Source: an optimization exercise on an open RTL-to-GDS flow (aim: small area). Production flows keep margins and buffers that such runs may drop.
Function was checked by simulation only, so behaviour that the tests miss may differ from the original.
No driver is modelled on the clock port, so clocking that relies on it looks cheaper here than on a real chip.
Power is estimated from default activity; no workload was simulated.

==> flow/design.v <==
`timescale 1ns / 1ps
module main
(clk, rst, JA,Left, Right,Up, Down,  sw,led, seg, an );
input clk,rst,Up,Down,Left,Right;
input [7:0] sw;
output [7:0] JA;
output [7:0] led;
output [6:0] seg;
output [3:0] an;
wire oneHz, tick;
wire [1:0] state;
wire combo_en;
wire [2:0] mtr;             
wire is_pm;                 
wire [3:0] nextArrow, a0, a1, a2, a3;
wire correctHit, incorrectHit;
wire [2:0] multiplier;
wire [4:0] s_th, c_th;
wire [3:0] s_h, s_t, s_u, c_h, c_t, c_u;
wire right_d1, right_d2;
clock firstclock (.clk(clk), .rst(rst), .state(state), .oneHz_CLK(oneHz), .display_CLK(tick),
    .mtr(mtr), .is_pm(is_pm));
stateGenerator Findstate (.clk(clk), .rst(rst), .pauseSwitch(sw[6]), .combo(sw[7]),
    .right_d1(right_d1), .right_d2(right_d2), .output_state(state), .display_combo_en(combo_en));
random Numberrandom (.clk(clk), .rst(rst), .metronome_clk(oneHz), .metronome_prev(mtr[2]),
    .sw(sw[7:1]), .state(state), .random_arrow(nextArrow));
arrow Calarrow (.clk(clk), .rst(rst), .state(state), .shift(is_pm), .next_arrow(nextArrow),
    .arrow0(a0), .arrow1(a1), .arrow2(a2), .arrow3(a3));
collision Calmatch (.clk(clk), .rst(rst), .state(state), .metronome_clk(oneHz), .is_pm(is_pm),
    .Up(Up), .Down(Down), .Left(Left), .Right(Right), .arrow(a3),
    .right_d1(right_d1), .right_d2(right_d2),
    .correctHit(correctHit), .incorrectHit(incorrectHit));
score Findscore (.clk(clk), .rst(rst), .state(state), .correctHit(correctHit),
    .incorrectHit(incorrectHit), .multiplier(multiplier),
    .s_th(s_th), .s_h(s_h), .s_t(s_t), .s_u(s_u),
    .c_th(c_th), .c_h(c_h), .c_t(c_t), .c_u(c_u));
display Display (.clk(clk), .rst(rst), .tick(tick), .metronome_clk(oneHz), .state(state),
    .combo_enable(combo_en), .a0(a0), .a1(a1), .a2(a2), .a3(a3),
    .s_th(s_th), .s_h(s_h), .s_t(s_t), .s_u(s_u),
    .c_th(c_th), .c_h(c_h), .c_t(c_t), .c_u(c_u), .seg(seg), .an(an));
music music (.clk(clk), .rst(rst), .speaker(JA[0]));
assign JA[7:1] = 7'b0000000;
assign led = {correctHit, incorrectHit, state, 1'b0, multiplier};
endmodule
`timescale 1ns / 1ps
module clock (clk, rst, state, oneHz_CLK, display_CLK, mtr, is_pm);
input clk, rst;
input [1:0] state;
output oneHz_CLK, display_CLK;
output reg [2:0] mtr;
output reg is_pm;
reg [2:0] ScreenDivid;
reg Screen_reg;
reg [7:0] DividOneHz;
function [7:0] inc8;
    input [7:0] x; input ci;
    integer j; reg c;
    begin
        c = ci;
        for (j = 0; j < 8; j = j + 1) begin
            inc8[j] = x[j] ^ c;
            c = c & x[j];
        end
    end
endfunction
wire clr = rst | (state == 2'd2);
wire [7:0] sd_n = inc8({5'd0, ScreenDivid}, 1'b1);
wire [7:0] dv_n = inc8(DividOneHz, Screen_reg);
always @(posedge clk) begin
    ScreenDivid <= clr ? 3'd0 : sd_n[2:0];
    Screen_reg <= ~clr & (ScreenDivid == 3'd7);
    DividOneHz <= clr ? 8'd0 : dv_n;
end
assign oneHz_CLK = |DividOneHz;
assign display_CLK = Screen_reg;
always @(posedge clk)
    if (rst) begin
        mtr <= 0; is_pm <= 0;
    end else begin
        mtr <= {oneHz_CLK, mtr[2:1]};
        is_pm <= ~mtr[0] & mtr[1];
    end
endmodule
module stateGenerator (clk, rst, pauseSwitch, combo, right_d1, right_d2, output_state, display_combo_en);
input clk, rst, pauseSwitch, combo, right_d1, right_d2;
output reg [1:0] output_state;
output reg display_combo_en;
reg [1:0] ShowComboReg;
wire Reset = right_d1 | right_d2;
always @(posedge clk)
    if (rst)
        ShowComboReg <= 2'b00;
    else if (combo)
        ShowComboReg <= 2'b11;
    else
        ShowComboReg <= {1'b0, ShowComboReg[1]};
always @(posedge clk)
    if (rst) begin
        output_state <= 2'd2;
        display_combo_en <= 0;
    end else begin
        output_state <= !pauseSwitch ? 2'd0 : Reset ? 2'd2 : 2'd1;
        display_combo_en <= pauseSwitch & ShowComboReg[0];
    end
endmodule
`timescale 1ns / 1ps
module random (clk, rst, metronome_clk, metronome_prev, sw, state, random_arrow);
input clk, rst, metronome_clk, metronome_prev;
input [1:0] state;
input [6:0] sw;
output [3:0] random_arrow;
reg [6:0] RandomR;
reg Re;
always @(posedge clk)
    if (state == 2'd2)
        RandomR <= sw;
    else if (metronome_clk & ~metronome_prev)
        RandomR <= {Re, RandomR[6:1]};
always @(posedge clk)
    if (rst)
        Re <= 0;
    else if (state != 2'd2 && metronome_clk & ~metronome_prev)
        Re <= ~(RandomR[6] ^ RandomR[5]);
localparam [63:0] HI_MOD = 64'ha2580369147a2580;    
localparam [127:0] MASK = 128'h3569ac124803569ac124803569ac1248;
wire [3:0] h = HI_MOD[RandomR[6:3] * 4 +: 4];
wire [2:0] l = RandomR[2:0];
wire c1 = l[0] & h[0];
wire c2 = (l[1] & h[1]) | (c1 & (l[1] ^ h[1]));
wire c3 = (l[2] & h[2]) | (c2 & (l[2] ^ h[2]));
wire [4:0] s = {h[3] & c3, h[3] ^ c3, l[2] ^ h[2] ^ c2, l[1] ^ h[1] ^ c1, l[0] ^ h[0]};
assign random_arrow = MASK[s * 4 +: 4];
endmodule
`timescale 1ns / 1ps
module score (clk, rst, state, correctHit, incorrectHit, multiplier,
    s_th, s_h, s_t, s_u, c_th, c_h, c_t, c_u);
input clk, rst, correctHit, incorrectHit;
input [1:0] state;
output [2:0] multiplier;               
output reg [4:0] s_th, c_th;
output reg [3:0] s_h, s_t, s_u, c_h, c_t, c_u;
reg [2:0] MMissed, HHit;
reg isMissed, isHit;
always @(posedge clk)
    if (rst) begin
        MMissed <= 0; isMissed <= 0; HHit <= 0; isHit <= 0;
    end else begin
        MMissed <= {incorrectHit, MMissed[2:1]};
        isMissed <= ~MMissed[0] & MMissed[1];
        HHit <= {correctHit, HHit[2:1]};
        isHit <= ~HHit[0] & HHit[1];
    end
reg [1:0] mult;                        
assign multiplier = {mult[1], mult[0], ~mult[1] & ~mult[0]};
function [4:0] dinc;
    input [3:0] d; input ci;
    reg co, c1, c2, c3;
    begin
        co = ci & d[3] & d[0];
        c1 = ci & d[0]; c2 = c1 & d[1]; c3 = c2 & d[2];
        dinc = {co, (d[3] ^ c3) & ~co, d[2] ^ c2, (d[1] ^ c1) & ~co, d[0] ^ ci};
    end
endfunction
function [4:0] uadd;
    input [3:0] u; input [1:0] sel;
    case ({u, sel})
        6'd0: uadd = 5'd0;
        6'd1: uadd = 5'd1;
        6'd2: uadd = 5'd2;
        6'd3: uadd = 5'd4;
        6'd4: uadd = 5'd1;
        6'd5: uadd = 5'd2;
        6'd6: uadd = 5'd3;
        6'd7: uadd = 5'd5;
        6'd8: uadd = 5'd2;
        6'd9: uadd = 5'd3;
        6'd10: uadd = 5'd4;
        6'd11: uadd = 5'd6;
        6'd12: uadd = 5'd3;
        6'd13: uadd = 5'd4;
        6'd14: uadd = 5'd5;
        6'd15: uadd = 5'd7;
        6'd16: uadd = 5'd4;
        6'd17: uadd = 5'd5;
        6'd18: uadd = 5'd6;
        6'd19: uadd = 5'd8;
        6'd20: uadd = 5'd5;
        6'd21: uadd = 5'd6;
        6'd22: uadd = 5'd7;
        6'd23: uadd = 5'd9;
        6'd24: uadd = 5'd6;
        6'd25: uadd = 5'd7;
        6'd26: uadd = 5'd8;
        6'd27: uadd = 5'd16;
        6'd28: uadd = 5'd7;
        6'd29: uadd = 5'd8;
        6'd30: uadd = 5'd9;
        6'd31: uadd = 5'd17;
        6'd32: uadd = 5'd8;
        6'd33: uadd = 5'd9;
        6'd34: uadd = 5'd16;
        6'd35: uadd = 5'd18;
        6'd36: uadd = 5'd9;
        6'd37: uadd = 5'd16;
        6'd38: uadd = 5'd17;
        6'd39: uadd = 5'd19;
        6'd40: uadd = 5'd10;
        6'd41: uadd = 5'd11;
        6'd42: uadd = 5'd12;
        6'd43: uadd = 5'd14;
        6'd44: uadd = 5'd11;
        6'd45: uadd = 5'd12;
        6'd46: uadd = 5'd13;
        6'd47: uadd = 5'd15;
        6'd48: uadd = 5'd12;
        6'd49: uadd = 5'd13;
        6'd50: uadd = 5'd14;
        6'd51: uadd = 5'd0;
        6'd52: uadd = 5'd13;
        6'd53: uadd = 5'd14;
        6'd54: uadd = 5'd15;
        6'd55: uadd = 5'd1;
        6'd56: uadd = 5'd14;
        6'd57: uadd = 5'd15;
        6'd58: uadd = 5'd0;
        6'd59: uadd = 5'd2;
        6'd60: uadd = 5'd15;
        6'd61: uadd = 5'd0;
        6'd62: uadd = 5'd1;
        6'd63: uadd = 5'd3;
    endcase
endfunction
function [16:0] dnext;
    input [4:0] th; input [3:0] h, t; input [4:0] ures;
    reg [4:0] rt, rh; reg [4:0] nth; reg c4, w;
    begin
        rt = dinc(t, ures[4]);
        rh = dinc(h, rt[4]);
        c4 = rh[4];
        nth = {th[4] ^ (c4 & th[3] & th[2] & th[1] & th[0]), th[3] ^ (c4 & th[2] & th[1] & th[0]),
               th[2] ^ (c4 & th[1] & th[0]), th[1] ^ (c4 & th[0]), th[0] ^ c4};
        w = th[4] & h[1] & h[0] & t[3] & ures[2];
        dnext = {nth[4] & ~w, nth[3:0], rh[3:2], rh[1:0] & ~{w, w}, rt[3] & ~w, rt[2:0],
                 ures[3], ures[2] & ~w, ures[1:0]};
    end
endfunction
wire clr = state == 2'd2;
wire hit = isHit & (state == 2'd0);
wire combo_big = (c_th != 0) | (c_h != 0) | (c_t != 0);
wire combo_ge3 = combo_big | (c_u >= 4'd3);
wire combo_ge6 = combo_big | (c_u >= 4'd6);
wire [1:0] m = (rst | isMissed | clr) ? 2'd0 : isHit ? {combo_ge6, ~combo_ge6 & combo_ge3} : mult;
wire [16:0] s_next = dnext(s_th, s_h, s_t, uadd(s_u, hit ? m + 2'd1 : 2'd0));
wire [16:0] c_next = dnext(c_th, c_h, c_t, dinc(c_u, hit));
always @(posedge clk) begin
    mult <= m;
    {s_th, s_h, s_t, s_u} <= clr ? 17'd0 : s_next;
    {c_th, c_h, c_t, c_u} <= clr ? 17'd0 : isMissed ? {16'd0, hit} : c_next;
end
endmodule
`timescale 1ns / 1ps
module arrow (clk, rst, state, shift, next_arrow, arrow0, arrow1, arrow2, arrow3);
input clk, rst, shift;
input [1:0] state;
input [3:0] next_arrow;
output reg [3:0] arrow0, arrow1, arrow2, arrow3;
always @(posedge clk)
    if (state == 2'd2) begin    
        arrow0 <= 0; arrow1 <= 0; arrow2 <= 0; arrow3 <= 0;
    end else if (state == 2'd0 && shift) begin
        arrow3 <= arrow2; arrow2 <= arrow1; arrow1 <= arrow0; arrow0 <= next_arrow;
    end
endmodule
`timescale 1ns / 1ps
module display (clk, rst, tick, metronome_clk, state, combo_enable, a0, a1, a2, a3,
    s_th, s_h, s_t, s_u, c_th, c_h, c_t, c_u, seg, an);
input clk, rst, tick, metronome_clk, combo_enable;
input [1:0] state;
input [3:0] a0, a1, a2, a3;
input [4:0] s_th, c_th;
input [3:0] s_h, s_t, s_u, c_h, c_t, c_u;
output reg [6:0] seg;
output [3:0] an;
reg [1:0] PosClockReg;
reg isPosClock;
always @(posedge clk) begin
    if (rst)
        PosClockReg[1] <= 1'b0;
    else if (tick)
        PosClockReg[1] <= metronome_clk;
    if (tick) begin
        PosClockReg[0] <= PosClockReg[1];
        isPosClock <= ~PosClockReg[0] & PosClockReg[1];
    end
end
reg [4:0] tmpx;
reg [3:0] tmpy, tmpz, tmpq;
reg ty_arrow;
reg [1:0] DisReg;
reg ticked;
wire [4:0] th = combo_enable ? c_th : s_th;
wire [3:0] h = combo_enable ? c_h : s_h;
wire [3:0] t = combo_enable ? c_t : s_t;
wire [3:0] u = combo_enable ? c_u : s_u;
always @(posedge clk)
    if (rst) begin
        DisReg <= 0; ticked <= 0;
        tmpx <= 5'b10000; tmpy <= 4'b0000; tmpz <= 4'b0000; tmpq <= 4'b0000; ty_arrow <= 1'b1;
    end else if (tick) begin
        if (state == 2'd1) begin
            tmpx <= {th[4], th[3] | th[4], th[2:1], th[0] | th[4]};
            tmpy <= h; tmpz <= t; tmpq <= u; ty_arrow <= 1'b0;
        end else if (state == 2'd0 && isPosClock) begin
            tmpx <= {1'b1, a0}; tmpy <= a1; tmpz <= a2; tmpq <= a3; ty_arrow <= 1'b1;
        end
        DisReg <= DisReg + 2'd1;
        ticked <= 1;
    end
assign an = ticked ? ~(4'b1000 >> DisReg) : 4'b1111;
reg [4:0] num;
always @*
    case (DisReg)
        2'd0: num = tmpx;
        2'd1: num = {ty_arrow, tmpy};
        2'd2: num = {ty_arrow, tmpz};
        default: num = {ty_arrow, tmpq};
    endcase
always @*
    if (num[4])
        seg = {1'b1, ~num[1], ~num[1], ~num[2], ~num[0], ~num[0], ~num[3]};
    else
        case (num[3:0])
            4'd0: seg = 7'b1000000;
            4'd1: seg = 7'b1111001;
            4'd2: seg = 7'b0100100;
            4'd3: seg = 7'b0110000;
            4'd4: seg = 7'b0011001;
            4'd5: seg = 7'b0010010;
            4'd6: seg = 7'b0000010;
            4'd7: seg = 7'b1111000;
            4'd8: seg = 7'b0000000;
            4'd9: seg = 7'b0011000;
            4'd10: seg = 7'b1111110;    
            4'd11: seg = 7'b1110111;
            4'd12: seg = 7'b1001111;
            4'd13: seg = 7'b1111001;
            4'd14: seg = 7'b1110110;
            default: seg = 7'b1001110;
        endcase
endmodule
`timescale 1ns / 1ps
module collision (clk, rst, state, metronome_clk, is_pm, Up, Down, Left, Right, arrow,
    right_d1, right_d2, correctHit, incorrectHit);
input clk, rst, metronome_clk, is_pm, Up, Down, Left, Right;
input [1:0] state;
input [3:0] arrow;                    
output right_d1, right_d2;
output reg correctHit, incorrectHit;
reg [2:0] pu, pd, pl;
reg [2:1] pr;
reg pr0;
reg eu, ed, el, er;
always @(posedge clk) begin
    pu <= {Up, pu[2:1]}; pd <= {Down, pd[2:1]}; pl <= {Left, pl[2:1]};
    pr0 <= pr[1];
    eu <= ~pu[0] & pu[1]; ed <= ~pd[0] & pd[1];
    el <= ~pl[0] & pl[1]; er <= ~pr0 & pr[1];
end
always @(posedge clk)
    pr <= rst ? 2'b00 : {Right, pr[2]};
assign right_d1 = pr[2];
assign right_d2 = pr[1];
wire any = eu | ed | el | er;
wire many = (eu & ed & (el | er)) | (el & er & (eu | ed));
wire [3:0] keys = !many ? {eu, ed, el, er} : (el & er) ? 4'b0011 : {2'b10, el, er};
wire match = keys == arrow;
wire c = correctHit & ~is_pm;
wire i = incorrectHit & ~is_pm;
wire play = state == 2'd0;
wire judge = play & metronome_clk & ~c & ~i;
always @(posedge clk)
    if (rst) begin
        correctHit <= 0; incorrectHit <= 0;
    end else begin
        correctHit <= judge ? match : c;
        incorrectHit <= judge ? (many | (~match & (keys != 4'b0000)))
                      : (play & ~metronome_clk) ? (i | any | ~c) : i;
    end
endmodule
module music(
    input clk,
    input rst,
    output reg speaker
);
reg [9:0] prescale;
reg [11:0] tone;               
wire wrap = prescale == 10'h200;
wire prescale_fb = prescale[9] ^ prescale[6] ^ (prescale[8:0] == 9'd0);
function [11:0] inc12;
    input [11:0] x; input ci;
    integer j; reg c;
    begin
        c = ci;
        for (j = 0; j < 12; j = j + 1) begin
            inc12[j] = x[j] ^ c;
            c = c & x[j];
        end
    end
endfunction
always @(posedge clk) begin
    prescale <= rst ? 10'h001 : {prescale[8:0], prescale_fb};
    tone <= rst ? 12'd0 : inc12(tone, wrap);
end
wire [2:0] rom_code;
music_ROM get_fullnote(.address(tone[11:4]), .code(rom_code));
reg [2:0] note_code;           
always @(posedge clk)
    note_code <= rst ? 3'd0 : rom_code;
wire [9:0] note_reload;
wire [8:0] octave_reload;
divide_by12 get_divider(.code(note_code), .note_reload(note_reload), .octave_reload(octave_reload));
reg [9:0] counter_note;        
reg [8:0] counter_octave;      
wire note_zero = counter_note == 10'h02f;
wire octave_zero = counter_octave == 9'h1c4;
always @(posedge clk) begin
    counter_note <= rst ? 10'h02f : note_zero ? note_reload
                  : {counter_note[8:0], counter_note[9] ^ counter_note[6]};
    counter_octave <= rst ? 9'h1c4 : !note_zero ? counter_octave : octave_zero ? octave_reload
                    : {counter_octave[7:0], counter_octave[8] ^ counter_octave[4]};
    speaker <= rst ? 1'b0 : speaker ^ (note_zero & octave_zero & (note_code != 3'd0) & (tone[3:0] != 4'd0));
end
endmodule
module music_ROM(input [7:0] address, output reg [2:0] code);
always @*
case (address)
  8'd0: code = 3'd6;
  8'd1: code = 3'd6;
  8'd2: code = 3'd6;
  8'd3: code = 3'd6;
  8'd4: code = 3'd6;
  8'd5: code = 3'd6;
  8'd6: code = 3'd6;
  8'd7: code = 3'd6;
  8'd8: code = 3'd6;
  8'd9: code = 3'd6;
  8'd10: code = 3'd6;
  8'd11: code = 3'd6;
  8'd12: code = 3'd6;
  8'd13: code = 3'd6;
  8'd14: code = 3'd6;
  8'd15: code = 3'd6;
  8'd16: code = 3'd6;
  8'd17: code = 3'd6;
  8'd18: code = 3'd6;
  8'd19: code = 3'd6;
  8'd20: code = 3'd6;
  8'd21: code = 3'd6;
  8'd22: code = 3'd1;
  8'd23: code = 3'd1;
  8'd24: code = 3'd6;
  8'd25: code = 3'd6;
  8'd26: code = 3'd6;
  8'd27: code = 3'd6;
  8'd28: code = 3'd6;
  8'd29: code = 3'd6;
  8'd30: code = 3'd6;
  8'd31: code = 3'd6;
  8'd32: code = 3'd6;
  8'd33: code = 3'd6;
  8'd34: code = 3'd6;
  8'd35: code = 3'd6;
  8'd36: code = 3'd6;
  8'd37: code = 3'd6;
  8'd38: code = 3'd6;
  8'd39: code = 3'd6;
  8'd40: code = 3'd3;
  8'd41: code = 3'd3;
  8'd42: code = 3'd3;
  8'd43: code = 3'd3;
  8'd44: code = 3'd2;
  8'd45: code = 3'd2;
  8'd46: code = 3'd1;
  8'd47: code = 3'd1;
  8'd48: code = 3'd6;
  8'd49: code = 3'd6;
  8'd50: code = 3'd6;
  8'd51: code = 3'd6;
  8'd52: code = 3'd6;
  8'd53: code = 3'd6;
  8'd54: code = 3'd5;
  8'd55: code = 3'd5;
  8'd56: code = 3'd6;
  8'd57: code = 3'd6;
  8'd58: code = 3'd6;
  8'd59: code = 3'd6;
  8'd60: code = 3'd1;
  8'd61: code = 3'd1;
  8'd62: code = 3'd2;
  8'd63: code = 3'd2;
  8'd64: code = 3'd6;
  8'd65: code = 3'd6;
  8'd66: code = 3'd1;
  8'd67: code = 3'd1;
  8'd68: code = 3'd6;
  8'd69: code = 3'd6;
  8'd70: code = 3'd6;
  8'd71: code = 3'd6;
  8'd72: code = 3'd3;
  8'd73: code = 3'd3;
  8'd74: code = 3'd2;
  8'd75: code = 3'd2;
  8'd76: code = 3'd5;
  8'd77: code = 3'd5;
  8'd78: code = 3'd4;
  8'd79: code = 3'd4;
  8'd80: code = 3'd4;
  8'd81: code = 3'd4;
  8'd82: code = 3'd2;
  8'd83: code = 3'd2;
  8'd84: code = 3'd1;
  8'd85: code = 3'd1;
  8'd86: code = 3'd6;
  8'd87: code = 3'd6;
  8'd88: code = 3'd6;
  8'd89: code = 3'd6;
  8'd90: code = 3'd6;
  8'd91: code = 3'd6;
  8'd92: code = 3'd6;
  8'd93: code = 3'd6;
  8'd94: code = 3'd6;
  8'd95: code = 3'd6;
  8'd96: code = 3'd5;
  8'd97: code = 3'd5;
  8'd98: code = 3'd4;
  8'd100: code = 3'd4;
  8'd101: code = 3'd6;
  8'd102: code = 3'd6;
  default: code = 3'd0;
endcase
endmodule
module divide_by12(
    input [2:0] code,
    output reg [9:0] note_reload,
    output reg [8:0] octave_reload
);
always @*
    case (code)
        3'd1: begin note_reload = 10'h0d3; octave_reload = 9'h01d; end    
        3'd2: begin note_reload = 10'h063; octave_reload = 9'h01d; end    
        3'd3: begin note_reload = 10'h358; octave_reload = 9'h09d; end    
        3'd4: begin note_reload = 10'h0e9; octave_reload = 9'h09d; end    
        3'd5: begin note_reload = 10'h1e8; octave_reload = 9'h09d; end    
        3'd6: begin note_reload = 10'h052; octave_reload = 9'h09d; end    
        default: begin note_reload = 10'h0e2; octave_reload = 9'h02d; end  
    endcase
endmodule
==> flow/flow/run.sh <==
#!/bin/bash
# Own flow: the standard synthesis, then the logic (not the flip-flops) mapped again with
# a stronger ABC area script (four random seeds, the smallest result kept), then the standard flow's
# standard layout from floorplan to finish, with the smallest buffer on each port and the
# clock tree built from clkbuf_8 without dummy loads.
set -euo pipefail
W=$PWD
R=$W/orfs/results/$FLOW_PLATFORM/main/base
YOSYS=$FLOW_HOME/../tools/install/yosys/bin/yosys
LIB=$FLOW_HOME/platforms/sky130hd/lib/sky130_fd_sc_hd__tt_025C_1v80.lib

bash standard.sh synth > synth.log 2>&1
cp "$R/1_2_yosys.v" std.v
sed "s#@LIB@#$LIB#g" flow/remap1.ys > remap1.ys
"$YOSYS" -s remap1.ys > remap1.log 2>&1

for S in 1 2 3 4; do
    sed "s#@SEED@#$S#g" flow/remap.abc > remap_$S.abc
    sed "s#@LIB@#$LIB#g; s#@WORK@#$W#g; s#@SEED@#$S#g" flow/remap2.ys > remap2_$S.ys
    ( "$YOSYS" -s remap2_$S.ys > remap2_$S.log 2>&1 || true ) &
done
wait
best=""; best_area=""
for S in 1 2 3 4; do
    [[ -s new_$S.v && -s remap_$S.stat ]] || continue
    a=$(awk '/Chip area/ {print $NF}' remap_$S.stat)
    if [[ -z "$best" ]] || awk -v a="$a" -v b="$best_area" 'BEGIN {exit !(a < b)}'; then
        best=$S; best_area=$a
    fi
done
[[ -n "$best" ]]
echo "remap: seed $best, area $best_area" > remap_choice.log
cp new_$best.v "$R/1_2_yosys.v"
rm -f "$R/1_synth.odb" "$R/1_synth.sdc"
bash standard.sh finish "SKIP_REPAIR_TIE_FANOUT=1" "BUFFER_PORTS_ARGS=-buffer_cell sky130_fd_sc_hd__buf_1" \
    "CTS_ARGS=-sink_clustering_enable -repair_clock_nets -buf_list sky130_fd_sc_hd__clkbuf_8 -dont_use_dummy_load" \
    > finish.log 2>&1
==> flow/flow/remap.abc <==
strash
&get -n
&deepsyn -T 60 -S @SEED@
&put
&get -n
&dch -f
&nf -R 1000 -a
&put
==> flow/flow/remap1.ys <==
# Flatten the standard synthesis netlist's logic cells into generic gates; flip-flops stay cells.
read_liberty -ignore_miss_func @LIB@
blackbox sky130_fd_sc_hd__df* sky130_fd_sc_hd__dl* sky130_fd_sc_hd__sdf* sky130_fd_sc_hd__edf*
read_verilog std.v
hierarchy -top main
flatten
opt_clean -purge
write_verilog -noattr generic.v
==> flow/flow/remap2.ys <==
# Map the logic again with a stronger ABC area script; the flip-flops are untouched.
read_liberty -lib @LIB@
read_verilog generic.v
hierarchy -top main
opt_clean -purge
techmap
opt -fast
abc -script @WORK@/remap_@SEED@.abc -liberty @LIB@ -dont_use sky130_fd_sc_hd__probe_p_8 -dont_use sky130_fd_sc_hd__probec_p_8 -dont_use sky130_fd_sc_hd__lpflow_bleeder_1 -dont_use sky130_fd_sc_hd__lpflow_clkbufkapwr_1 -dont_use sky130_fd_sc_hd__lpflow_clkbufkapwr_16 -dont_use sky130_fd_sc_hd__lpflow_clkbufkapwr_2 -dont_use sky130_fd_sc_hd__lpflow_clkbufkapwr_4 -dont_use sky130_fd_sc_hd__lpflow_clkbufkapwr_8 -dont_use sky130_fd_sc_hd__lpflow_clkinvkapwr_1 -dont_use sky130_fd_sc_hd__lpflow_clkinvkapwr_16 -dont_use sky130_fd_sc_hd__lpflow_clkinvkapwr_2 -dont_use sky130_fd_sc_hd__lpflow_clkinvkapwr_4 -dont_use sky130_fd_sc_hd__lpflow_clkinvkapwr_8 -dont_use sky130_fd_sc_hd__lpflow_decapkapwr_12 -dont_use sky130_fd_sc_hd__lpflow_decapkapwr_3 -dont_use sky130_fd_sc_hd__lpflow_decapkapwr_4 -dont_use sky130_fd_sc_hd__lpflow_decapkapwr_6 -dont_use sky130_fd_sc_hd__lpflow_decapkapwr_8 -dont_use sky130_fd_sc_hd__lpflow_inputiso0n_1 -dont_use sky130_fd_sc_hd__lpflow_inputiso0p_1 -dont_use sky130_fd_sc_hd__lpflow_inputiso1n_1 -dont_use sky130_fd_sc_hd__lpflow_inputiso1p_1 -dont_use sky130_fd_sc_hd__lpflow_inputisolatch_1 -dont_use sky130_fd_sc_hd__lpflow_isobufsrc_1 -dont_use sky130_fd_sc_hd__lpflow_isobufsrc_16 -dont_use sky130_fd_sc_hd__lpflow_isobufsrc_2 -dont_use sky130_fd_sc_hd__lpflow_isobufsrc_4 -dont_use sky130_fd_sc_hd__lpflow_isobufsrc_8 -dont_use sky130_fd_sc_hd__lpflow_isobufsrckapwr_16 -dont_use sky130_fd_sc_hd__lpflow_lsbuf_lh_hl_isowell_tap_1 -dont_use sky130_fd_sc_hd__lpflow_lsbuf_lh_hl_isowell_tap_2 -dont_use sky130_fd_sc_hd__lpflow_lsbuf_lh_hl_isowell_tap_4 -dont_use sky130_fd_sc_hd__lpflow_lsbuf_lh_isowell_4 -dont_use sky130_fd_sc_hd__lpflow_lsbuf_lh_isowell_tap_1 -dont_use sky130_fd_sc_hd__lpflow_lsbuf_lh_isowell_tap_2 -dont_use sky130_fd_sc_hd__lpflow_lsbuf_lh_isowell_tap_4 
opt_clean -purge
hilomap -singleton -hicell sky130_fd_sc_hd__conb_1 HI -locell sky130_fd_sc_hd__conb_1 LO
insbuf -buf sky130_fd_sc_hd__buf_4 A X
splitnets
opt_clean -purge
tee -o remap_@SEED@.stat stat -liberty @LIB@
check -assert
write_verilog -noattr -nohex -nodec new_@SEED@.v
==> flow/standard.sh <==
#!/bin/bash
# synth_recipe.tcl (not shown) runs the flow's synth.tcl, then flattens the netlist and writes it again
# the make line also repeats each setting of config.mk as NAME=value (left out here)
make -C /OpenROAD-flow-scripts/flow DESIGN_CONFIG=/design/flow/config.mk WORK_HOME=/design/flow/orfs CLKGATE_MAP_FILE= SYNTH_SCRIPT=/design/flow/synth_recipe.tcl "${@:-finish}"
==> flow/config.mk <==
export PLATFORM = sky130hd
export DESIGN_NAME = main
export DESIGN_NICKNAME = main
export VERILOG_FILES = /design/flow/design.v
export SDC_FILE = /design/flow/constraint.sdc
export NUM_CORES = 4
export LEC_CHECK = 0
export ABC_AREA = 1
export CAP_MARGIN = 0
export CORE_MARGIN = 2
export CORE_UTILIZATION = 40
export CTS_BUF_LIST = sky130_fd_sc_hd__clkbuf_8
export GPL_TIMING_DRIVEN = 0
export SLEW_MARGIN = 0
==> flow/constraint.sdc <==
create_clock -name core_clock -period 150.0 [get_ports {clk}]
set_input_delay 30.0000 -clock core_clock [delete_from_list [all_inputs] [get_ports {clk}]]
set_output_delay 30.0000 -clock core_clock [all_outputs]
set_load 0.01 [all_outputs]
==> results of run 1 <==
-- stage by stage --
stage / total power, mW / hold WS [ns]
after global placement: 0.0568 / 0.310
after CTS: 0.0810 / 0.301
after global routing: 0.0838 / 0.318
after detailed placement: 0.0569 / 0.312
after floorplan: 0.0550 / 0.310
final: 0.0801 / 0.300
-- metal layers --
layer / vias up / share of wire, % / GRT usage [%]
met3: 10 / 4.3 / 4.00
li1: 2878 / - / -
met4: 0 / 0.95 / 3.82
met1: 2609 / 52 / 23.7
met2: 105 / 43 / 26.1
met5: - / 0 / 0
-- cell type report --
class                   instances  area share [%]
plain buffers                  27            2.63
clock buffers                  17            3.03
inverters                      11           0.535
multi-input cells             568            41.4
flip-flops and latches        176            46.8
well taps                     225            3.65
repair buffers                 33            1.93
-- worst max-delay path, cell delays in order (launching register included) --
cell      delay (ns)
dfxtp_1         0.52
nor2_1          0.20
a22oi_1         0.22
nand2_1         0.07
a21oi_1         0.66
a21o_1          0.26
nand2_1         0.06
a21oi_1         0.22
a21oi_1         0.06
nor2_1          0.19
o211ai_1        0.12
nand2_1         0.10
buf_4           0.09
buf_1           0.14
-- path summary, 6_finish.rpt --
path	end	depth (start not counted)	from	slack, ns
hold reg to reg	Calmatch.pl[1]	0	Calmatch.pl[2]	0.30
setup / recovery	seg[1]	13	Display.DisReg[0]	116.68
setup reg to reg	Findscore.s_th[4]	11	Findstate.output_state[0]	146.08
hold / removal	Calmatch.pl[1]	0	Calmatch.pl[2]	0.30
-- cells in the final DEF (no fill, tap or decap), types with 17 or more instances in the layout --
cell	n
dfxtp_1	167
a21oi_1	58
buf_1	30
nor3_1	37
buf_4	27
and2_0	22
o21ai_0	50
and3_1	25
clkbuf_8	17
nand2_1	74
nor2_1	93
nor2b_1	40
-- power by group through the flow --
stage               logic [mW]  registers, mW  clock network [mW]
floorplan              0.00494         0.0501                   0
global placement       0.00643         0.0504                   0
detailed placement     0.00657         0.0504                   0
CTS                    0.00659         0.0493              0.0251
global route           0.00750         0.0495              0.0268
finish                 0.00658         0.0493              0.0243
==> flow_summary.json, run 1 <==
{
  "stdcell_area_um2": 7720,
  "hold_path.class": "flip-flop to flip-flop",
  "place_area_um2": 7480,
  "period_share_pct": 22.2,
  "multiInputGateArea_um2": 3190,
  "start_util_pct": 40.9,
  "rows": 48,
  "postCtsHoldBufs": 0,
  "area_growth_pct": 9.50,
  "cp-start-kind": "flip-flop",
  "clock_latency_ns": 0.44,
  "crit_type": "flip-flop to output port",
  "p_switching_mw": 0.0191,
  "outcome": "timing/DRC/antenna clean",
  "drv_slew": 0,
  "fin_nets": 848,
  "vias": 5602,
  "cp.required_ns": 120.00,
  "grt_max_degree": 44,
  "finalHoldViolCount": 0,
  "first_global_vias": 5152,
  "io-pin-count": 41,
  "fin_skew_ns": 0.0270,
  "clockPowerShare_pct": 30.3,
  "wl_per_cell_um": 14.0,
  "wl_um": 14800,
  "die_x_um": 137,
  "timing.slew.headroom_pct": 13.0,
  "cap_violations": 0,
  "path_max_fanout": 12,
  "cts_tree": "done",
  "synthCells": 782,
  "sw_frac_of_total_pct": 23.9,
  "clkSinkCount": 176,
  "grt.overflow.total": 0,
  "grt_first_pass_wirelength_um": 25300,
  "finalWorstSetupSlack_ns": 116.68,
  "hpwl_um": 10500,
  "regArea_um2": 3610,
  "vdd_ir_drop_max_v": 0.00000781,
  "fmax_ghz": 0.0300,
  "p_leak_nw": 2.98,
  "top_register": "music.tone",
  "rsz0062_at_grt": "false",
  "antenna_found_initial": 0,
  "clkTransAtPathRegs_ns": 0.09,
  "fillers": 1705,
  "grtUsageTotal_pct": 16.8,
  "yosys_warnings": 10,
  "dp_slack_ns": 117.16,
  "worst_ep_arrival_time_ns": 3.32,
  "comb_power_share_pct": 8.2,
  "dieArea_um2": 18700,
  "placeableCoreArea_um2": 17200,
  "drt-pass1-iter-count": 5,
  "cts_buffers": 17,
  "drive_gt1_share_pct": 5.77,
  "n_antenna_cell": 0,
  "largestRegisters": "music.tone x12, music.counter_note x10, music.prescale x10",
  "root_buffer": "clkbuf_8",
  "largest_reg_flops": 12,
  "synth_area_per_cell_um2": 9.01,
  "drc": 0,
  "seqPwrFrac_pct": 61.5,
  "cts_resized": 0,
  "htreeDepth": 4,
  "finalCoreUtilization_pct": 44.8,
  "detail-route-antenna-nets": 0,
  "chipHeight_um": 137,
  "powerDensity_nw_per_um2": 10.4,
  "vias_per_cell": 5.30,
  "io_buffers": 31,
  "netlist_area_um2": 7050,
  "tightestPinTransition_ns": 1.30,
  "setup_viol_count_final": 0,
  "tns_ns": 0,
  "placed_cells": 1040,
  "period_minus_slack_ns": 33.32,
  "gp_congestion": 0.828,
  "postCtsSetupBuffers": 0,
  "layoutNonFillerInstCount": 1057,
  "internal-power_mw": 0.0610,
  "detail_route.iter0.violations": 431,
  "cts_buffer_depth": 2,
  "endpoint_kind": "output port"
}
==> inputs of run 2 (changes only) <==
--- a/flow/flow/run.sh
+++ b/flow/flow/run.sh
@@ -34,3 +34,3 @@
 rm -f "$R/1_synth.odb" "$R/1_synth.sdc"
-bash standard.sh finish "SKIP_REPAIR_TIE_FANOUT=1" "BUFFER_PORTS_ARGS=-buffer_cell sky130_fd_sc_hd__buf_1" \
+bash standard.sh finish "SKIP_REPAIR_TIE_FANOUT=1" "GPL_KEEP_OVERFLOW=0" "BUFFER_PORTS_ARGS=-buffer_cell sky130_fd_sc_hd__buf_1" \
     "CTS_ARGS=-sink_clustering_enable -repair_clock_nets -buf_list sky130_fd_sc_hd__clkbuf_8 -dont_use_dummy_load" \
--- a/flow/config.mk
+++ b/flow/config.mk
@@ -8,3 +8,3 @@
 export ABC_AREA = 1
-export CAP_MARGIN = 0
+export CAP_MARGIN = 20
 export CORE_MARGIN = 2
@@ -12,3 +12,2 @@
 export CTS_BUF_LIST = sky130_fd_sc_hd__clkbuf_8
-export GPL_TIMING_DRIVEN = 0
-export SLEW_MARGIN = 0
+export SLEW_MARGIN = 20
==> flow_summary.json, run 2 <==
{
  "netlist_area_um2": 7050,
  "largestRegisters": "music.tone x12, music.counter_note x10, music.prescale x10",
  "cpMaxStageDelayCell": "a21oi_1",
  "hold_path.class": "flip-flop to flip-flop",
  "finalCoreUtilization_pct": 43.6,
  "postCtsHoldBufs": 0,
  "postCtsSetupBuffers": 0,
  "synth_area_per_cell_um2": 9.01,
  "drv_slew": 0,
  "drc": 0,
  "wl_met3_um": 588,
  "n_antenna_cell": 0,
  "drive_gt1_share_pct": 2.98,
  "wl_met1_um": 7450,
  "period_minus_slack_ns": 33.28,
  "area_growth_pct": 6.73,
  "chipHeight_um": 137,
  "yosys_warnings": 10,
  "route.met2.wl_um": 6440,
  "multiInputGateArea_um2": 3210,
  "dieArea_um2": 18700,
  "internal-power_mw": 0.0608,
  "detail_route.iter0.violations": 359,
  "tightestPinTransition_ns": 0.944,
  "finalHoldViolCount": 0,
  "grt_first_pass_wirelength_um": 24600,
  "tns_ns": 0,
  "cts_resized": 0,
  "clkTransAtPathRegs_ns": 0.10,
  "io-pin-count": 41,
  "final_cell_mix": "167 x dfxtp_1, 92 x nor2_1, 74 x nand2_1",
  "grtUsageTotal_pct": 16.6,
  "outcome": "timing/DRC/antenna clean",
  "fin_nets": 821,
  "synthCells": 782,
  "cp_cell_sequence": "nor2_1, a22oi_1, nand2_1, a21oi_1, a21o_1, nand2_1, a21oi_1, a21oi_1, nor2_1, o211ai_1, nand2_1, buf_1",
  "fmax_ghz": 0.0300,
  "die_x_um": 137,
  "layout_commonest_cell": "dfxtp_1",
  "hpwl_um": 10300,
  "powerDensity_nw_per_um2": 10.6,
  "seqPwrFrac_pct": 61.8,
  "gp_congestion": 0.790,
  "wl_um": 14600,
  "sw_frac_of_total_pct": 23.7,
  "largest_reg_flops": 12,
  "first_global_vias": 5026,
  "path_max_fanout": 12,
  "slowest_delay_ns": 0.65,
  "htreeDepth": 4,
  "reg2regPathDepth": 11,
  "start_util_pct": 40.9,
  "top_layer_used": "met4",
  "grt.overflow.total": 0,
  "detail-route-antenna-nets": 0,
  "p_switching_mw": 0.0189,
  "crit_family": "compound AO/OA/AOI/OAI gates",
  "cts_buffers": 17,
  "root_buffer": "clkbuf_8",
  "vias_per_cell": 5.32,
  "placeableCoreArea_um2": 17200,
  "p_leak_nw": 2.85,
  "vias": 5479,
  "regArea_um2": 3610,
  "vdd_ir_drop_max_v": 0.00000503,
  "grt_max_degree": 39,
  "cp.depth": 12,
  "drt-pass1-iter-count": 7,
  "worst_ep_arrival_time_ns": 3.28,
  "rows": 48,
  "period_share_pct": 22.2,
  "io_buffers": 31,
  "fillers": 1748,
  "cts_buffer_depth": 2,
  "clock_latency_ns": 0.45,
  "endpoint_kind": "output port",
  "crit_type": "flip-flop to output port",
  "cap_violations": 0,
  "comb_power_share_pct": 8.0,
  "wl_per_cell_um": 14.2,
  "clockPowerShare_pct": 30.2,
  "cp-start-kind": "flip-flop",
  "setup_viol_count_final": 0,
  "antenna_found_initial": 0,
  "cp.required_ns": 120.00,
  "fin_skew_ns": 0.0402,
  "timing.slew.headroom_pct": 36.9,
  "cts_tree": "done",
  "rsz0062_at_grt": "false",
  "holdPathStages": 0,
  "clkSinkCount": 176,
  "crit_buf_inv": 1,
  "top_register": "music.tone"
}
[run 2: area by class of cell]
cell class                 instances  share of cell area [%]
clock buffer                      17                    3.11
inverter                          11                   0.549
multi-input combinational        568                    42.6
sequential                       176                    48.0
tap                              225                    3.74
timing repair buffer              33                    1.93
[run 2: through the flow]
step | area, um^2 | hold WS, ns | std cells | setup WS, ns | power (mW)
floorplan | 7050 | 0.310 | 782 | 117.68 | 0.0550
global placement | 7240 | 0.311 | 1011 | 115.29 | 0.0566
detailed placement | 7280 | 0.312 | 1013 | 117.14 | 0.0567
CTS | 7510 | 0.320 | 1030 | 116.71 | 0.0808
global route | 7520 | 0.322 | 1030 | 116.38 | 0.0839
finish | 7520 | 0.315 | 1030 | 116.72 | 0.0797
[run 2: routing by layer]
| layer | track usage [%] | up-vias |
|---|---|---|
| li1 | - | 2824 |
| met2 | 25.9 | 84 |
| met5 | 0 | - |
| met1 | 22.6 | 2565 |
| met3 | 4.30 | 6 |
| met4 | 4.75 | 0 |
[run 2: worst paths after layout]
kind,start,end,slack [ns]
hold reg to reg,Calmatch.pd[2],Calmatch.pd[1],0.32
hold / removal,Calmatch.pd[2],Calmatch.pd[1],0.32
setup reg to reg,Findstate.output_state[0],Findscore.s_th[4],146.21
setup / recovery,Display.DisReg[0],seg[1],116.72
[run 2: power groups by stage]
stage               sequential [mW]  clock [mW]  combinational (mW)
global route                 0.0495      0.0269             0.00743
detailed placement           0.0504           0             0.00634
floorplan                    0.0501           0             0.00494
finish                       0.0493      0.0241             0.00636
global placement             0.0504           0             0.00621
CTS                          0.0493      0.0251             0.00638
==> inputs of run 3 (changes only) <==
--- a/flow/flow/run.sh
+++ b/flow/flow/run.sh
@@ -34,3 +34,3 @@
 rm -f "$R/1_synth.odb" "$R/1_synth.sdc"
-bash standard.sh finish "SKIP_REPAIR_TIE_FANOUT=1" "GPL_KEEP_OVERFLOW=0" "BUFFER_PORTS_ARGS=-buffer_cell sky130_fd_sc_hd__buf_1" \
+bash standard.sh finish "BUFFER_PORTS_ARGS=-buffer_cell sky130_fd_sc_hd__buf_1" \
     "CTS_ARGS=-sink_clustering_enable -repair_clock_nets -buf_list sky130_fd_sc_hd__clkbuf_8 -dont_use_dummy_load" \
==> flow_summary.json, run 3 <==
{
  "min_to": "Calmatch.pl[1]",
  "rows": 48,
  "tns_ns": 0,
  "holdPathStages": 0,
  "reg2regPathDepth": 14,
  "cp_cell_sequence": "nor2_1, a22oi_1, nand2_1, a21oi_1, a21o_1, nand2_1, a21oi_1, a21oi_1, nor2_1, o211ai_1, nand2_1, buf_1",
  "postCtsSetupBuffers": 0,
  "rsz0062_at_grt": "false",
  "fin_skew_ns": 0.0254,
  "setup_viol_count_final": 0,
  "first_global_vias": 5110,
  "tightestPinTransition_ns": 1.03,
  "die_x_um": 137,
  "powerDensity_nw_per_um2": 10.6,
  "drc": 0,
  "reg2reg_slack_ns": 146.37,
  "area_growth_pct": 7.26,
  "vias": 5540,
  "outcome": "timing/DRC/antenna clean",
  "io-pin-count": 41,
  "fin_nets": 833,
  "io_buffers": 31,
  "timing.slew.headroom_pct": 30.7,
  "period_minus_slack_ns": 33.30,
  "cp-startpoint": "Display.DisReg[0]",
  "fillers": 1728,
  "drv_slew": 0,
  "reg2reg_from": "Findscore.c_th[0]",
  "cpMaxStageDelayCell": "a21oi_1",
  "hold_path.class": "flip-flop to flip-flop",
  "p_switching_mw": 0.0189,
  "final_cell_mix": "167 x dfxtp_1, 92 x nor2_1, 74 x nand2_1",
  "regArea_um2": 3610,
  "crit_type": "flip-flop to output port",
  "grt_first_pass_wirelength_um": 25300,
  "hpwl_um": 10500,
  "comb_power_share_pct": 8.0,
  "grt_max_degree": 46,
  "wl_per_cell_um": 14.3,
  "clock_latency_ns": 0.44,
  "detail-route-antenna-nets": 0,
  "drive_gt1_share_pct": 3.18,
  "multiInputGateArea_um2": 3220,
  "chipHeight_um": 137,
  "netlist_area_um2": 7050,
  "stdcell_area_um2": 7560,
  "clockPowerShare_pct": 30.2,
  "min_from": "Calmatch.pl[2]",
  "vias_per_cell": 5.32,
  "seqPwrFrac_pct": 61.8,
  "slowest_delay_ns": 0.65,
  "internal-power_mw": 0.0608,
  "largestRegisters": "music.tone x12, music.counter_note x10, music.prescale x10",
  "cts_buffers": 17,
  "grtUsageTotal_pct": 17.1,
  "largest_reg_flops": 12,
  "wl_um": 14900,
  "r2r-end": "Findscore.s_th[4]",
  "sw_frac_of_total_pct": 23.7,
  "yosys_warnings": 10,
  "worst_ep_arrival_time_ns": 3.30,
  "endpoint_kind": "output port",
  "synth_area_per_cell_um2": 9.01,
  "p_leak_nw": 2.89,
  "cap_violations": 0,
  "cts_buffer_depth": 2,
  "top_register": "music.tone",
  "synthCells": 782,
  "path_max_fanout": 12,
  "placeableCoreArea_um2": 17200,
  "clkSinkCount": 176,
  "cp.required_ns": 120.00,
  "root_buffer": "clkbuf_8",
  "cts_tree": "done",
  "layout_commonest_cell": "dfxtp_1",
  "postCtsHoldBufs": 0,
  "vdd_ir_drop_max_v": 0.00000557,
  "finalHoldViolCount": 0,
  "cp-start-kind": "flip-flop",
  "period_share_pct": 22.2,
  "place_area_um2": 7320,
  "n_antenna_cell": 0,
  "cts_resized": 0,
  "drt-pass1-iter-count": 7,
  "gp_congestion": 0.818,
  "dieArea_um2": 18700,
  "clkTransAtPathRegs_ns": 0.08,
  "grt.overflow.total": 0,
  "htreeDepth": 4,
  "antenna_found_initial": 0,
  "fmax_ghz": 0.0300,
  "detail_route.iter0.violations": 405,
  "hold-worst-slack_ns": 0.332,
  "start_util_pct": 40.9
}
-- run 3: final cells by class --
type                            instances  area share (%)
Sequential cell                       176            47.8
Tap cell                              225            3.72
Clock buffer                           17            3.10
Inverter                               11           0.546
Multi-Input combinational cell        575            42.6
Timing Repair Buffer                   38            2.25
-- run 3: power groups by stage --
stage	logic (mW)	registers, mW	clock network (mW)
final	0.00636	0.0493	0.0241
after global routing	0.00730	0.0495	0.0271
after CTS	0.00640	0.0493	0.0253
after detailed placement	0.00637	0.0504	0
after global placement	0.00637	0.0504	0
after floorplan	0.00494	0.0501	0
-- run 3: worst max-delay path: cells and delay by family (launching register included) --
kind | cells | cell delay, ns
AOI/OAI and AO/OA | 6 | 1.55
DFF | 1 | 0.52
buffers and inverters | 1 | 0.15
and+or+nand+nor | 5 | 0.64
-- run 3: per-layer routing --
layer | up-vias | track usage, % | part of all wire, %
met3 | 8 | 4.22 | 3.9
met4 | 0 | 4.63 | 0.74
met1 | 2600 | 24.4 | 51
met2 | 98 | 25.8 | 44
met5 | - | 0 | 0
li1 | 2834 | - | -
-- run 3: through the flow --
| stage | utilization (%) | worst slack (ns) | power (mW) | std cells |
|---|---|---|---|---|
| floorplan | - | 117.68 | 0.0550 | 789 |
| global placement | 42.5 | 117.21 | 0.0567 | 1025 |
| detailed placement | 42.5 | 117.20 | 0.0567 | 1025 |
| CTS | 43.8 | 116.73 | 0.0810 | 1042 |
| global route | 43.9 | 116.30 | 0.0839 | 1042 |
| finish | 43.9 | 116.70 | 0.0798 | 1042 |
-- run 3: worst max-delay path by stage --
stage                         to  slack, ns  depth (start not counted)
6_report                  seg[1]     116.70                         12
5_1_grt                   seg[1]     116.30                         12
4_1_cts                   seg[1]     116.73                         12
3_5_place_dp   Findscore.s_th[4]     117.20                         11
3_3_place_gp   Findscore.s_th[4]     117.21                         11
2_1_floorplan             seg[1]     117.68                         12
==> inputs of run 4 (changes only) <==
--- a/flow/flow/run.sh
+++ b/flow/flow/run.sh
@@ -2,3 +2,3 @@
 # Own flow: the standard synthesis, then the logic (not the flip-flops) mapped again with
-# a stronger ABC area script (four random seeds, the smallest result kept), then the standard flow's
+# a stronger ABC area script (eight random seeds, the smallest result kept), then the standard flow's
 # standard layout from floorplan to finish, with the smallest buffer on each port and the
@@ -16,10 +16,12 @@
 
-for S in 1 2 3 4; do
-    sed "s#@SEED@#$S#g" flow/remap.abc > remap_$S.abc
-    sed "s#@LIB@#$LIB#g; s#@WORK@#$W#g; s#@SEED@#$S#g" flow/remap2.ys > remap2_$S.ys
-    ( "$YOSYS" -s remap2_$S.ys > remap2_$S.log 2>&1 || true ) &
+for B in 0 4; do
+    for S in $((B + 1)) $((B + 2)) $((B + 3)) $((B + 4)); do
+        sed "s#@SEED@#$S#g" flow/remap.abc > remap_$S.abc
+        sed "s#@LIB@#$LIB#g; s#@WORK@#$W#g; s#@SEED@#$S#g" flow/remap2.ys > remap2_$S.ys
+        ( "$YOSYS" -s remap2_$S.ys > remap2_$S.log 2>&1 || true ) &
+    done
+    wait
 done
-wait
 best=""; best_area=""
-for S in 1 2 3 4; do
+for S in 1 2 3 4 5 6 7 8; do
     [[ -s new_$S.v && -s remap_$S.stat ]] || continue
@@ -34,3 +36,3 @@
 rm -f "$R/1_synth.odb" "$R/1_synth.sdc"
-bash standard.sh finish "BUFFER_PORTS_ARGS=-buffer_cell sky130_fd_sc_hd__buf_1" \
+bash standard.sh finish "SKIP_REPAIR_TIE_FANOUT=1" "BUFFER_PORTS_ARGS=-buffer_cell sky130_fd_sc_hd__buf_1" \
     "CTS_ARGS=-sink_clustering_enable -repair_clock_nets -buf_list sky130_fd_sc_hd__clkbuf_8 -dont_use_dummy_load" \
==> flow_summary.json, run 4 <==
{
  "wl_um": 14800,
  "sw_frac_of_total_pct": 24.0,
  "cp.required_ns": 150.31,
  "setup_viol_count_final": 0,
  "layout_commonest_cell": "dfxtp_1",
  "crit_type": "primary input to flip-flop",
  "crit_buf_inv": 1,
  "clockPowerShare_pct": 30.5,
  "wl_met3_um": 653,
  "grt_max_degree": 50,
  "start_util_pct": 40.9,
  "fmax_ghz": 0.0299,
  "cts_buffer_depth": 2,
  "internal-power_mw": 0.0606,
  "cp_cell_sequence": "clkbuf_2, nor3_1, nor4_1, nand3b_1, or3b_1, nor2_1, a31oi_1, nor2b_1, and2_0, and3_1, and3_1, and2_0, and3_1, nor3_1",
  "path_max_fanout": 21,
  "die_x_um": 137,
  "final_cell_mix": "167 x dfxtp_1, 102 x nor2_1, 85 x nand2_1",
  "cts_resized": 0,
  "antenna_found_initial": 0,
  "crit_family": "simple AND/OR/NAND/NOR gates",
  "hold-worst-slack_ns": 0.328,
  "rsz0062_at_grt": "false",
  "io-pin-count": 41,
  "rows": 48,
  "placed_cells": 1023,
  "dieArea_um2": 18700,
  "p_total_mw": 0.0798,
  "cap_violations": 0,
  "place_area_um2": 7280,
  "worst_ep_arrival_time_ns": 33.71,
  "path_common_cell": "and3_1",
  "area_growth_pct": 6.77,
  "synthCells": 789,
  "gp_congestion": 0.803,
  "cpMaxStageDelayCell": "nor3_1",
  "top_layer_used": "met4",
  "timing.slew.headroom_pct": 28.6,
  "largestRegisters": "music.tone x12, music.counter_note x10, music.prescale x10",
  "period_minus_slack_ns": 33.41,
  "first_global_vias": 5141,
  "slowest_delay_ns": 0.75,
  "clock_latency_ns": 0.45,
  "route.met2.wl_um": 6380,
  "p_switching_mw": 0.0192,
  "dp_slack_ns": 116.15,
  "detail_route.iter0.violations": 505,
  "cts_tree": "done",
  "detail-route-antenna-nets": 0,
  "htreeDepth": 4,
  "period_share_pct": 22.3,
  "synth_area_per_cell_um2": 8.93,
  "cts_buffers": 17,
  "top_register": "music.tone",
  "grtUsageTotal_pct": 17.1,
  "stdcell_area_um2": 7520,
  "largest_reg_flops": 12,
  "drc": 0,
  "grt.overflow.total": 0,
  "grt_first_pass_wirelength_um": 25200,
  "cp-start-kind": "primary input",
  "seqPwrFrac_pct": 61.8,
  "netlist_area_um2": 7040,
  "tns_ns": 0,
  "fin_skew_ns": 0.0298,
  "drive_gt1_share_pct": 3.07,
  "endpoint_kind": "flip-flop",
  "yosys_warnings": 10,
  "hold_path.class": "flip-flop to flip-flop",
  "placeableCoreArea_um2": 17200,
  "root_buffer": "clkbuf_8",
  "p_leak_nw": 2.87,
  "hpwl_um": 10300,
  "finalWorstSetupSlack_ns": 116.59,
  "wl_per_cell_um": 14.2,
  "clkSinkCount": 176,
  "postCtsSetupBuffers": 0,
  "outcome": "timing/DRC/antenna clean",
  "layoutNonFillerInstCount": 1040,
  "finalCoreUtilization_pct": 43.6,
  "tightestPinTransition_ns": 1.06,
  "vias": 5580,
  "vdd_ir_drop_max_v": 0.00000766,
  "drv_slew": 0,
  "powerDensity_nw_per_um2": 10.6,
  "finalHoldViolCount": 0,
  "n_antenna_cell": 0,
  "wl_met1_um": 7540,
  "comb_power_share_pct": 7.7,
  "drt-pass1-iter-count": 7,
  "chipHeight_um": 137,
  "io_buffers": 31,
  "postCtsHoldBufs": 0,
  "clkTransAtPathRegs_ns": 0.08,
  "fin_nets": 831,
  "vias_per_cell": 5.37
}
==> run 4: cell type report <==
type	instances	area [um^2]
Sequential cell	176	3610
Inverter	7	26.3
Fill cell	1718	9720
Clock buffer	17	234
Timing Repair Buffer	36	155
Tap cell	225	282
Multi-Input combinational cell	579	3210
==> run 4: final timing paths <==
path	slack, ns	startpoint	depth (start not counted)	to
worst max-delay path	116.59	rst	14	Findscore.s_th[4]
worst min-delay path	0.33	Calmatch.pd[2]	0	Calmatch.pd[1]
worst max register to register	145.04	Findstate.output_state[0]	15	Findscore.s_th[4]
worst min register to register	0.33	Calmatch.pd[2]	0	Calmatch.pd[1]
==> run 4: power groups by stage <==
stage,Clock [mW],Sequential (mW),Combinational [mW]
after global placement,0,0.0504,0.00611
final,0.0243,0.0494,0.00613
after detailed placement,0,0.0504,0.00615
after floorplan,0,0.0501,0.00475
after global routing,0.0271,0.0496,0.00706
after CTS,0.0254,0.0494,0.00616
==> run 4: routing by layer <==
layer  vias to the layer above  GRT usage, %
met3                        15          3.59
li1                       2874             -
met2                       121          26.3
met5                         -             0
met4                         0          5.50
met1                      2570          23.8
==> inputs of run 5 (changes only) <==
--- a/flow/flow/run.sh
+++ b/flow/flow/run.sh
@@ -1,6 +1,8 @@
 #!/bin/bash
-# Own flow: the standard synthesis, then the logic (not the flip-flops) mapped again with
-# a stronger ABC area script (eight random seeds, the smallest result kept), then the standard flow's
-# standard layout from floorplan to finish, with the smallest buffer on each port and the
-# clock tree built from clkbuf_8 without dummy loads.
+# Own flow: the standard synthesis, then the logic (not the flip-flops, which keep their
+# names and cell types) mapped again with a stronger ABC area script (eight random seeds, the
+# smallest result kept), then the standard layout from floorplan to finish with these
+# changes: the smallest buffer (buf_1) on each port, one tie cell for the constant outputs,
+# no buffers kept from timing-driven global placement, and the clock tree built from clkbuf_8
+# without dummy loads. Each tool's output goes to a log file in the work folder.
 set -euo pipefail
@@ -36,3 +38,3 @@
 rm -f "$R/1_synth.odb" "$R/1_synth.sdc"
-bash standard.sh finish "SKIP_REPAIR_TIE_FANOUT=1" "BUFFER_PORTS_ARGS=-buffer_cell sky130_fd_sc_hd__buf_1" \
+bash standard.sh finish "SKIP_REPAIR_TIE_FANOUT=1" "GPL_KEEP_OVERFLOW=0" "BUFFER_PORTS_ARGS=-buffer_cell sky130_fd_sc_hd__buf_1" \
     "CTS_ARGS=-sink_clustering_enable -repair_clock_nets -buf_list sky130_fd_sc_hd__clkbuf_8 -dont_use_dummy_load" \
==> flow_summary.json, run 5 <==
{
  "detail_route.iter0.violations": 359,
  "detail-route-antenna-nets": 0,
  "hold-worst-slack_ns": 0.315,
  "die_x_um": 137,
  "stdcell_area_um2": 7520,
  "n_antenna_cell": 0,
  "vias_per_cell": 5.32,
  "grtUsageTotal_pct": 16.6,
  "finalCoreUtilization_pct": 43.6,
  "io_buffers": 31,
  "setup_viol_count_final": 0,
  "rsz0062_at_grt": "false",
  "netlist_area_um2": 7050,
  "io-pin-count": 41,
  "fin_skew_ns": 0.0402,
  "endpoint_kind": "output port",
  "gp_congestion": 0.790,
  "final_cell_mix": "167 x dfxtp_1, 92 x nor2_1, 74 x nand2_1",
  "drc": 0,
  "largestRegisters": "music.tone x12, music.counter_note x10, music.prescale x10",
  "synthCells": 782,
  "cp-start-kind": "flip-flop",
  "rows": 48,
  "start_util_pct": 40.9,
  "outcome": "timing/DRC/antenna clean",
  "p_leak_nw": 2.85,
  "grt_first_pass_wirelength_um": 24600,
  "chipHeight_um": 137,
  "grt.overflow.total": 0,
  "cp.required_ns": 120.00,
  "fmax_ghz": 0.0300,
  "cts_tree": "done",
  "drive_gt1_share_pct": 2.98,
  "drv_slew": 0,
  "grt_max_degree": 39,
  "fillers": 1748,
  "largest_reg_flops": 12,
  "vdd_ir_drop_max_v": 0.00000503,
  "area_growth_pct": 6.73,
  "period_minus_slack_ns": 33.28,
  "htreeDepth": 4,
  "crit_type": "flip-flop to output port",
  "worst_ep_arrival_time_ns": 3.28,
  "powerDensity_nw_per_um2": 10.6,
  "vias": 5479,
  "period_share_pct": 22.2,
  "layout_commonest_cell": "dfxtp_1",
  "placeableCoreArea_um2": 17200,
  "drt-pass1-iter-count": 7,
  "cts_buffer_depth": 2,
  "cts_buffers": 17,
  "cts_resized": 0,
  "hpwl_um": 10300,
  "antenna_found_initial": 0,
  "synth_area_per_cell_um2": 9.01,
  "finalHoldViolCount": 0,
  "p_total_mw": 0.0797,
  "tns_ns": 0,
  "dieArea_um2": 18700,
  "clkSinkCount": 176,
  "postCtsHoldBufs": 0,
  "clkTransAtPathRegs_ns": 0.10,
  "path_max_fanout": 12,
  "first_global_vias": 5026,
  "clock_latency_ns": 0.45,
  "fin_nets": 821,
  "timing.slew.headroom_pct": 36.9,
  "hold_path.class": "flip-flop to flip-flop",
  "cap_violations": 0,
  "top_register": "music.tone",
  "place_area_um2": 7280,
  "wl_um": 14600,
  "tightestPinTransition_ns": 0.944,
  "yosys_warnings": 10,
  "wl_per_cell_um": 14.2,
  "root_buffer": "clkbuf_8",
  "postCtsSetupBuffers": 0
}
## run 5: report_power, final
group	switching [mW]	leakage [nW]	total, mW	internal [mW]
clock	0.0140	0.122	0.0241	0.0100
combinational	0.00395	1.29	0.00636	0.00241
sequential	0.000928	1.44	0.0493	0.0484
total	0.0189	2.85	0.0797	0.0608
## run 5: final timing paths
kind	start	endpoint	slack [ns]	cells after the start
worst min-delay path	Calmatch.pd[2]	Calmatch.pd[1]	0.32	0
worst min register to register	Calmatch.pd[2]	Calmatch.pd[1]	0.32	0
worst max register to register	Findstate.output_state[0]	Findscore.s_th[4]	146.21	11
worst max-delay path	Display.DisReg[0]	seg[1]	116.72	12
## run 5: stage by stage
stage | instances | setup slack [ns]
2_1_floorplan | 782 | 117.68
3_3_place_gp | 1011 | 115.29
3_5_place_dp | 1013 | 117.14
4_1_cts | 1030 | 116.71
5_1_grt | 1030 | 116.38
6_report | 1030 | 116.72
## run 5: final cells by class
| type | instances | area [um^2] | area share, % |
|---|---|---|---|
| timing repair buffer | 33 | 145 | 1.93 |
| tap | 225 | 282 | 3.74 |
| sequential | 176 | 3610 | 48.0 |
| clock buffer | 17 | 234 | 3.11 |
| inverter | 11 | 41.3 | 0.549 |
| multi-input combinational | 568 | 3210 | 42.6 |
## run 5: critical path, cell delays in order, from the launching register on
cell and delay (ns):
dfxtp_1 0.51, nor2_1 0.21, a22oi_1 0.23, nand2_1 0.07, a21oi_1 0.65, a21o_1 0.26, nand2_1 0.06, a21oi_1 0.22
a21oi_1 0.07, nor2_1 0.21, o211ai_1 0.12, nand2_1 0.11, buf_1 0.15
## run 5: routing by layer
metal / track usage (%) / share of wire (%) / vias up
li1: - / - / 2824
met1: 22.6 / 51 / 2565
met4: 4.75 / 0.75 / 0
met3: 4.30 / 4.0 / 6
met5: 0 / 0 / -
met2: 25.9 / 44 / 84
==> inputs of run 6 (changes only) <==
--- a/flow/flow/run.sh
+++ b/flow/flow/run.sh
@@ -38,3 +38,3 @@
 rm -f "$R/1_synth.odb" "$R/1_synth.sdc"
-bash standard.sh finish "SKIP_REPAIR_TIE_FANOUT=1" "GPL_KEEP_OVERFLOW=0" "BUFFER_PORTS_ARGS=-buffer_cell sky130_fd_sc_hd__buf_1" \
+bash standard.sh finish "POST_CTS_TCL=$W/flow/post_cts.tcl" "SKIP_REPAIR_TIE_FANOUT=1" "GPL_KEEP_OVERFLOW=0" "BUFFER_PORTS_ARGS=-buffer_cell sky130_fd_sc_hd__buf_1" \
     "CTS_ARGS=-sink_clustering_enable -repair_clock_nets -buf_list sky130_fd_sc_hd__clkbuf_8 -dont_use_dummy_load" \
==> flow/flow/post_cts.tcl (new file) <==
# Run at the end of ORFS's CTS step (POST_CTS_TCL): leaf clock buffers (those that drive
# flip-flop clock pins) are changed from clkbuf_8 to clkbuf_4 one at a time, keeping each
# change only while every flip-flop clock pin's slew stays at most 110 ps; if the hold slack
# then falls below 50 ps, all changes are undone.
proc my_worst_clk_slew {} {
  set worst 0
  foreach pin [get_pins -hierarchical */CLK] {
    set s [get_property $pin slew_max]
    if {$s > $worst} { set worst $s }
  }
  return $worst
}
proc my_is_leaf {inst} {
  foreach pin [get_pins -of_objects $inst -filter "direction == output"] {
    foreach load [get_pins -of_objects [get_nets -of_objects $pin] -filter "direction == input"] {
      if {[get_property $load lib_pin_name] == "CLK"} { return 1 }
    }
  }
  return 0
}
estimate_parasitics -placement
set my_changed {}
foreach inst [get_cells *] {
  if {[get_property $inst ref_name] != "sky130_fd_sc_hd__clkbuf_8"} { continue }
  if {![my_is_leaf $inst]} { continue }
  replace_cell $inst sky130_fd_sc_hd__clkbuf_4
  estimate_parasitics -placement
  if {[my_worst_clk_slew] > 0.110} {
    replace_cell $inst sky130_fd_sc_hd__clkbuf_8
    estimate_parasitics -placement
  } else {
    lappend my_changed $inst
  }
}
set my_hold [expr {[sta::worst_slack_cmd min] * 1e9}]
if {$my_hold < 0.05} {
  foreach inst $my_changed { replace_cell $inst sky130_fd_sc_hd__clkbuf_8 }
  estimate_parasitics -placement
  puts "post_cts: hold slack $my_hold, changes undone"
} else {
  puts "post_cts: [llength $my_changed] leaf clock buffers now clkbuf_4; worst clock pin slew [my_worst_clk_slew], hold slack $my_hold"
}
==> flow_summary.json, run 6 <==
{
  "fillers": 1752,
  "cts_tree": "done",
  "grt.overflow.total": 0,
  "holdPathStages": 0,
  "drive_gt1_share_pct": 2.98,
  "wl_um": 14600,
  "rsz0062_at_grt": "false",
  "clkTransAtPathRegs_ns": 0.10,
  "outcome": "timing/DRC/antenna clean",
  "detail-route-antenna-nets": 0,
  "drv_slew": 0,
  "reg2regPathDepth": 11,
  "tightestPinTransition_ns": 0.941,
  "detail_route.iter0.violations": 432,
  "multiInputGateArea_um2": 3210,
  "min_to": "Calmatch.pd[1]",
  "vias": 5484,
  "layout_commonest_cell": "dfxtp_1",
  "period_minus_slack_ns": 33.33,
  "fin_nets": 821,
  "timing.slew.headroom_pct": 37.1,
  "powerDensity_nw_per_um2": 10.4,
  "hold_path.class": "flip-flop to flip-flop",
  "top_register": "music.tone",
  "endpoint_kind": "output port",
  "synth_area_per_cell_um2": 9.01,
  "clkSinkCount": 176,
  "dieArea_um2": 18700,
  "regArea_um2": 3610,
  "worst_ep_arrival_time_ns": 3.33,
  "reg2reg_slack_ns": 146.17,
  "antenna_found_initial": 0,
  "cp_cell_sequence": "nor2_1, a22oi_1, nand2_1, a21oi_1, a21o_1, nand2_1, a21oi_1, a21oi_1, nor2_1, o211ai_1, nand2_1, buf_1",
  "rows": 48,
  "crit_family": "compound AO/OA/AOI/OAI gates",
  "r2r-end": "Findscore.s_th[4]",
  "io_buffers": 31,
  "finalHoldViolCount": 0,
  "grt_max_degree": 39,
  "grtUsageTotal_pct": 16.6,
  "cpMaxStageDelayCell": "a21oi_1",
  "synthCells": 782,
  "p_leak_nw": 2.84,
  "final_cell_mix": "167 x dfxtp_1, 92 x nor2_1, 74 x nand2_1",
  "vdd_ir_drop_max_v": 0.00000477,
  "grt_first_pass_wirelength_um": 24600,
  "cp.required_ns": 120.00,
  "fin_skew_ns": 0.0356,
  "crit_type": "flip-flop to output port",
  "slowest_delay_ns": 0.66,
  "start_util_pct": 40.9,
  "area_growth_pct": 6.29,
  "vias_per_cell": 5.32,
  "cap_violations": 0,
  "die_x_um": 137,
  "setup_viol_count_final": 0,
  "cp-start-kind": "flip-flop",
  "chipHeight_um": 137,
  "period_share_pct": 22.2,
  "tns_ns": 0,
  "reg2reg_from": "Findstate.output_state[0]",
  "n_antenna_cell": 0,
  "min_from": "Calmatch.pd[2]",
  "largestRegisters": "music.tone x12, music.counter_note x10, music.prescale x10",
  "wl_per_cell_um": 14.2,
  "p_total_mw": 0.0782,
  "largest_reg_flops": 12,
  "clock_latency_ns": 0.45,
  "drt-pass1-iter-count": 9,
  "path_max_fanout": 12,
  "first_global_vias": 5023,
  "gp_congestion": 0.790,
  "netlist_area_um2": 7050,
  "drc": 0,
  "yosys_warnings": 10,
  "placeableCoreArea_um2": 17200,
  "fmax_ghz": 0.0300,
  "hpwl_um": 10300,
  "io-pin-count": 41,
  "crit_buf_inv": 1
}
==> run 6: stage by stage <==
step	cell area [um^2]	util, %	hold WS, ns	std cells	setup WS [ns]
2_1_floorplan	7050	-	0.310	782	117.68
3_3_place_gp	7240	42.0	0.311	1011	115.29
3_5_place_dp	7280	42.2	0.312	1013	117.14
5_1_grt	7490	43.5	0.322	1030	116.36
6_report	7490	43.5	0.315	1030	116.67
==> run 6: power breakdown <==
group	switching, mW	internal (mW)
sequential	0.000928	0.0483
combinational	0.00396	0.00241
clock	0.0139	0.00865
total	0.0188	0.0594
==> run 6: final cells by class <==
cell class / count / area share (%)
multi-input combinational: 568 / 42.8
clock buffer: 17 / 2.71
timing repair buffer: 33 / 1.94
inverter: 11 / 0.551
tap: 225 / 3.76
sequential: 176 / 48.2
==> run 6: per-layer routing <==
metal / vias to the layer above / wire length, um / part of all wire (%) / GRT usage [%]
li1: 2828 / - / - / -
met1: 2570 / 7460 / 51 / 22.7
met2: 78 / 6460 / 44 / 26.0
met3: 8 / 568 / 3.9 / 4.26
met4: 0 / 130 / 0.89 / 4.75
met5: - / 0 / 0 / 0
==> run 6: worst max path at each step <==
stage,startpoint,endpoint,slack (ns),cells past startpoint
floorplan,Display.DisReg[0],seg[1],117.68,12
global placement,rst,Display.tmpq[3],115.29,5
finish,Display.DisReg[0],seg[1],116.67,12
detailed placement,rst,Findscore.s_th[4],117.14,10
global route,Display.DisReg[0],seg[1],116.36,12

-- afterwards: timing with drivers on the ports --
The flow's constraints put no driver on any port. The routed layouts listed below were extracted and timed again, unchanged, in two steps.
Step 1 sets driving cells, clkbuf_16 on the clock port and buf_2 on the other inputs (assumed; they add their load-dependent delay and slew).
Step 2 also shifts input and output timing later by t, the mid clock arrival at the registers, as if the neighbouring blocks saw the same clock.
Three values: ideal ports, drivers, drivers and shift; two values: the first two.
run | shift t [ns] | setup slack, ns
run 1 | 0.470 | 116.681 / 116.641 / 117.111
run 2 | 0.471 | 116.717 / 116.678 / 117.129
run 3 | 0.472 | 116.701 / 116.662 / 117.134
run 4 | 0.473 | 116.594 / 116.606 / 116.133
run 5 | 0.471 | 116.717 / 116.678 / 117.129
run 6 | 0.472 | 116.671 / 116.632 / 117.104
After both steps setup and hold are still met in every run listed.
